What follows belongs to an exercise in optimizing a design on an open flow for small area and a short achievable clock period; a production flow would make more cautious choices.
RTL that was checked went through simulation tests only; none was proved equivalent to the original.

==> v22: inputs <==
==> flow/design.v (excerpt) <==
module montgomery_kyber(clk, a, b, out);
input clk;
input [11:0] a, b;
output [11:0] out;
wire n0;
k_nand2 un0 (.a(a[0]), .b(b[0]), .y(n0));
wire n1;
k_nand2 un1 (.a(a[0]), .b(b[1]), .y(n1));
wire n2;
k_nand2 un2 (.a(a[0]), .b(b[2]), .y(n2));
wire n3;
k_nand2 un3 (.a(a[0]), .b(b[3]), .y(n3));
wire n4;
k_nand2 un4 (.a(a[0]), .b(b[4]), .y(n4));
wire n5;
k_nand2 un5 (.a(a[0]), .b(b[5]), .y(n5));
wire n6;
k_nand2 un6 (.a(a[0]), .b(b[6]), .y(n6));
wire n7;
k_nand2 un7 (.a(a[0]), .b(b[7]), .y(n7));
wire n8;
k_nand2 un8 (.a(a[0]), .b(b[8]), .y(n8));
wire n9;
k_nand2 un9 (.a(a[0]), .b(b[9]), .y(n9));
wire n10;
k_nand2 un10 (.a(a[0]), .b(b[10]), .y(n10));
wire n11;
k_nand2 un11 (.a(a[0]), .b(b[11]), .y(n11));
wire n12;
k_nand2 un12 (.a(a[1]), .b(b[0]), .y(n12));
wire n13;
k_nand2 un13 (.a(a[1]), .b(b[1]), .y(n13));
wire n14;
k_nand2 un14 (.a(a[1]), .b(b[2]), .y(n14));
wire n15;
k_nand2 un15 (.a(a[1]), .b(b[3]), .y(n15));
wire n16;
k_nand2 un16 (.a(a[1]), .b(b[4]), .y(n16));
wire n17;
k_nand2 un17 (.a(a[1]), .b(b[5]), .y(n17));
wire n18;
  ...
Settings: LEC_CHECK=0, CAP_MARGIN=20, CORE_MARGIN=2, CORE_UTILIZATION=40, CTS_BUF_LIST=sky130_fd_sc_hd__clkbuf_4 sky130_fd_sc_hd__clkbuf_8, SETUP_SLACK_MARGIN=5, SLEW_MARGIN=20, SYNTH_HIERARCHICAL=1, SYNTH_MINIMUM_KEEP_SIZE=0; clock period 12.0 ns.
standard.sh (not shown) runs the stock make flow with config.mk's settings and CLKGATE_MAP_FILE= SYNTH_SCRIPT=/design/flow/synth_recipe.tcl, a recipe that flattens the netlist after the stock synthesis.
==> flow/flow/run.sh <==
#!/bin/bash
set -euo pipefail
MARGIN=${MARGIN:-5.75}
BUF=${BUF:-sky130_fd_sc_hd__buf_1}
HERE=$(cd "$(dirname "$0")" && pwd)
bash standard.sh "SETUP_SLACK_MARGIN=$MARGIN" \
  "BUFFER_PORTS_ARGS=-buffer_cell $BUF" \
  "PRE_FLOORPLAN_TCL=$HERE/downsize.tcl" finish > flow_make.log 2>&1
==> flow/flow/downsize.tcl <==
# Before floorplanning: set every combinational cell to its smallest drive
# strength (x1) so that repair_timing sizes up only the cells that need it.
# Flip-flops are left as synthesis made them.
set db [ord::get_db]
set n 0
foreach inst [[ord::get_db_block] getInsts] {
  set m [[$inst getMaster] getName]
  if {[regexp {^(sky130_fd_sc_hd__[a-z0-9]+)_([0-9]+)$} $m -> base sz] && $sz > 1 && ![string match "*__df*" $base] && ![string match "*__dl*" $base]} {
    set new [$db findMaster ${base}_1]
    if {$new ne "NULL"} {
      $inst swapMaster $new
      incr n
    }
  }
}
puts "downsize: $n cells set to x1"
==> v39 (differences from v22) <==
--- a/flow/config.mk
+++ b/flow/config.mk
@@ -8,5 +8,5 @@
 export CAP_MARGIN = 20
 export CORE_MARGIN = 2
-export CORE_UTILIZATION = 40
+export CORE_UTILIZATION = 55
 export CTS_BUF_LIST = sky130_fd_sc_hd__clkbuf_4 sky130_fd_sc_hd__clkbuf_8
 export SETUP_SLACK_MARGIN = 5
==> v7 (differences from v22) <==
--- a/flow/config.mk
+++ b/flow/config.mk
@@ -8,5 +8,5 @@
 export CAP_MARGIN = 20
 export CORE_MARGIN = 2
-export CORE_UTILIZATION = 40
+export CORE_UTILIZATION = 30
 export CTS_BUF_LIST = sky130_fd_sc_hd__clkbuf_4 sky130_fd_sc_hd__clkbuf_8
 export SETUP_SLACK_MARGIN = 5
==> comparison <==
- Global-route usage: v39 > v22 > v7.
- In v39 the final cell count is smaller than in v7, by 10%.
- First-iteration DRC count: v39 < v7 < v22.
- Between v39 and v22, the lower non-clock buffer count is in v22 (gap 4).
- Between v22 and v39, the lower die area is in v39 (gap 36%, measured against v39).
==> figures <==
Status: v22 finished clean; v7 finished clean; v39 finished clean
Startpoint of the worst setup timing path: v22 a[0]; v7 a[5]; v39 b[2]
Post-layout utilization of the core: v22 44.4%; v7 34.3%; v39 62.6%
Worst EP arrival: v22 6.26 ns; v7 6.26 ns; v39 6.29 ns
Number of non-clock buffers: v22 39; v7 41; v39 43
Chip width: v22 122 um; v7 141 um; v39 105 um
Tmin final: v22 6.06 ns; v7 6.07 ns; v39 6.10 ns
Wire length of the first global-routing pass: v22 20600 um; v7 20900 um; v39 21000 um
Global routing met3 resource utilization: v22 0.651%; v7 1.02%; v39 2.81%
Reg area: v22 504 um2; v7 507 um2; v39 515 um2

========
==> build 27 <==
Another version of the RTL of montgomery_kyber (not shown whole).
Settings: LEC_CHECK=0, CAP_MARGIN=20, CORE_MARGIN=2, CORE_UTILIZATION=40, CTS_BUF_LIST=sky130_fd_sc_hd__clkbuf_2 sky130_fd_sc_hd__clkbuf_4, SETUP_SLACK_MARGIN=5, SLEW_MARGIN=20, SYNTH_HIERARCHICAL=1, SYNTH_MINIMUM_KEEP_SIZE=0; clock period 12.0 ns.
==> flow/flow/run.sh <==
#!/bin/bash
set -euo pipefail
MARGIN=${MARGIN:-5.5}
BUF=${BUF:-sky130_fd_sc_hd__buf_1}
RECOVER=${RECOVER:-0}
bash standard.sh "SETUP_SLACK_MARGIN=$MARGIN" \
  "BUFFER_PORTS_ARGS=-buffer_cell $BUF" "RECOVER_POWER=$RECOVER" finish > flow_make.log 2>&1
==> build 52: changes against build 27 <==
==> flow/flow/run.sh (replaced) <==
#!/bin/bash
set -euo pipefail
MARGIN=${MARGIN:-5.5}
BUF=${BUF:-sky130_fd_sc_hd__buf_1}
bash standard.sh "SETUP_SLACK_MARGIN=$MARGIN" \
  "BUFFER_PORTS_ARGS=-buffer_cell $BUF" finish > flow_make.log 2>&1
CTS_BUF_LIST = unset   (was sky130_fd_sc_hd__clkbuf_2 sky130_fd_sc_hd__clkbuf_4)
==> trial 60: changes against build 27 <==
--- a/flow/flow/run.sh
+++ b/flow/flow/run.sh
@@ -1,6 +1,6 @@
 #!/bin/bash
 set -euo pipefail
-MARGIN=${MARGIN:-5.5}
+MARGIN=${MARGIN:-5.75}
 BUF=${BUF:-sky130_fd_sc_hd__buf_1}
 RECOVER=${RECOVER:-0}
 bash standard.sh "SETUP_SLACK_MARGIN=$MARGIN" \
CTS_BUF_LIST = unset   (was sky130_fd_sc_hd__clkbuf_2 sky130_fd_sc_hd__clkbuf_4)
==> trial 31: changes against build 27 <==
CTS_BUF_LIST = sky130_fd_sc_hd__clkbuf_4 sky130_fd_sc_hd__clkbuf_8   (was sky130_fd_sc_hd__clkbuf_2 sky130_fd_sc_hd__clkbuf_4)
==> qor summary <==
quantity	trial 60	trial 31	build 27	build 52
Placement-stage worst setup slack	5000 ps	5030 ps	5030 ps	5030 ps
Post-layout minimum cycle time	6180 ps	6280 ps	6310 ps	6280 ps
M1 WL	5580 um	5320 um	5390 um	5400 um
Wire length of the first global-routing pass	22,300 um	21,600 um	21,600 um	21,700 um
Critical Path Most Common Cell	-	sky130_fd_sc_hd__a21oi_2	sky130_fd_sc_hd__a21oi_2	sky130_fd_sc_hd__a21oi_2
Data arrival, critical path	3780 ps	3880 ps	3910 ps	3880 ps
Setup fix buffers added after clock tree synthesis	17	3	3	3
Minimum hold slack	2590 ps	2670 ps	2630 ps	2680 ps
Run status	complete, no violations	complete, no violations	complete, no violations	complete, no violations
Wire length on met2	7090 um	6480 um	6610 um	6540 um
Fraction of area in clock buffers and inverters	0.0152	0.00634	0.00341	0.0114
Number of global-route vias before repair	4,745	4,684	4,681	4,685
Register share of the cell area	0.0717	0.0751	0.0756	0.0741
Sum of met3 wire segment lengths after detailed routing	599 um	589 um	554 um	513 um
Filler cell count in the final layout	1,384	1,419	1,413	1,411
Function was not checked in any run of this note: the RTL went through the layout flow alone.

========
==> trial 72 <==
Another version of the RTL of montgomery_kyber (not shown whole).
Settings: LEC_CHECK=0, CAP_MARGIN=20, CORE_MARGIN=2, CORE_UTILIZATION=40, CTS_BUF_LIST=sky130_fd_sc_hd__clkbuf_4 sky130_fd_sc_hd__clkbuf_8, SETUP_SLACK_MARGIN=5, SLEW_MARGIN=20, SYNTH_HIERARCHICAL=1, SYNTH_MINIMUM_KEEP_SIZE=0; clock period 12.0 ns.
==> flow/flow/run.sh <==
#!/bin/bash
set -euo pipefail
MARGIN=${MARGIN:-5.9}
BUF=${BUF:-sky130_fd_sc_hd__buf_1}
HERE=$(cd "$(dirname "$0")" && pwd)
bash standard.sh "SETUP_SLACK_MARGIN=$MARGIN" \
  "BUFFER_PORTS_ARGS=-buffer_cell $BUF" \
  "PRE_FLOORPLAN_TCL=$HERE/downsize.tcl" finish > flow_make.log 2>&1
Scripts as last shown in full above: flow/flow/downsize.tcl
==> trial 8 (differences from trial 72) <==
==> flow/flow/run.sh (replaced) <==
#!/bin/bash
set -euo pipefail
MARGIN=${MARGIN:-5.75}
BUF=${BUF:-sky130_fd_sc_hd__buf_1}
RECOVER=${RECOVER:-0}
bash standard.sh "SETUP_SLACK_MARGIN=$MARGIN" \
  "BUFFER_PORTS_ARGS=-buffer_cell $BUF" "RECOVER_POWER=$RECOVER" finish > flow_make.log 2>&1
CORE_UTILIZATION = 55   (was 40)
removed: flow/flow/downsize.tcl
==> trial 21 (differences from trial 72) <==
==> flow/flow/run.sh (replaced) <==
#!/bin/bash
set -euo pipefail
MARGIN=${MARGIN:-6.0}
BUF=${BUF:-sky130_fd_sc_hd__buf_1}
RECOVER=${RECOVER:-0}
bash standard.sh "SETUP_SLACK_MARGIN=$MARGIN" \
  "BUFFER_PORTS_ARGS=-buffer_cell $BUF" "RECOVER_POWER=$RECOVER" finish > flow_make.log 2>&1
removed: flow/flow/downsize.tcl
==> comparison table <==
Multi-input gate share of the layout cell area: trial 8 0.816; trial 72 0.789; trial 21 0.780
Post-DP HPWL: trial 8 10600 microns; trial 72 10400 microns; trial 21 10900 microns
Pin count of the biggest net entering global routing: trial 8 15; trial 72 14; trial 21 14
Hold Worst Slack: trial 8 2.65 ns; trial 72 2.63 ns; trial 21 2.60 ns
Slew at the pin closest to its max-slew limit: trial 8 0.647 ns; trial 72 0.619 ns; trial 21 0.548 ns
Run status: trial 8 timing/DRC/antenna clean; trial 72 timing/DRC/antenna clean; trial 21 timing/DRC/antenna clean
Number of global-route vias before repair: trial 8 4717; trial 72 4511; trial 21 4825
Logic depth of the worst setup path including buffers: trial 8 16; trial 72 14; trial 21 17
Floorplan die width: trial 8 107 microns; trial 72 123 microns; trial 21 125 microns
Post-synth EDFFs: trial 8 0; trial 72 -; trial 21 0
Largest fanout on the critical path: trial 8 5; trial 72 12; trial 21 8
Amount of wire on met3 after detailed routing: trial 8 641 microns; trial 72 582 microns; trial 21 558 microns
Signal buf overhead: trial 8 0.0344; trial 72 0.0560; trial 21 0.0712
Global Route met1 Usage: trial 8 0.309; trial 72 0.239; trial 21 0.233

==> static timing again, ports no longer ideal <==
No port has a modelled driver above. Below, the same layouts with a new extraction and two added sets of constraints. Step 1 assumes that a clkbuf_16 drives the clock port and a buf_2 every other input. Step 2 times the ports against the registers' clock, not the clock port: input delays grow and output delays shrink by t, the midpoint of the rising clock arrivals with the driver on. Three values: ideal ports, drivers, drivers and shift; two values: the first two.
run	t (ns)	setup WS [ns]	hold WS [ns]	slew at the worst register clock pin (ns)
v22	0.293	5.943 / 5.932 / 5.643	2.651 / 2.652 / 2.945	0.08 / 0.08
v39	0.291	5.902 / 5.908 / 5.616	2.635 / 2.631 / 2.923	0.09 / 0.09
v7	0.286	5.926 / 5.934 / 5.648	2.653 / 2.655 / 2.941	0.08 / 0.08
build 27	0.317	5.685 / 5.655 / 5.390	2.631 / 2.619 / 2.936	0.11 / 0.11
build 52	0.285	5.716 / 5.682 / 5.450	2.682 / 2.666 / 2.951	0.05 / 0.05
trial 60	0.283	5.820 / 5.787 / 5.612	2.586 / 2.588 / 2.871	0.06 / 0.06
trial 31	0.282	5.722 / 5.692 / 5.459	2.667 / 2.655 / 2.937	0.07 / 0.07
trial 72	0.277	6.008 / 6.011 / 5.734	2.635 / 2.633 / 2.910	0.07 / 0.07
trial 8	0.288	5.888 / 5.858 / 5.623	2.647 / 2.641 / 2.929	0.08 / 0.08
trial 21	0.293	6.012 / 5.984 / 5.821	2.597 / 2.591 / 2.885	0.07 / 0.07
After both steps setup and hold are still met in every run listed. For v22, which loses most, drivers alone change the setup slack by -0.011 ns; drivers and shift together by -0.300 ns.
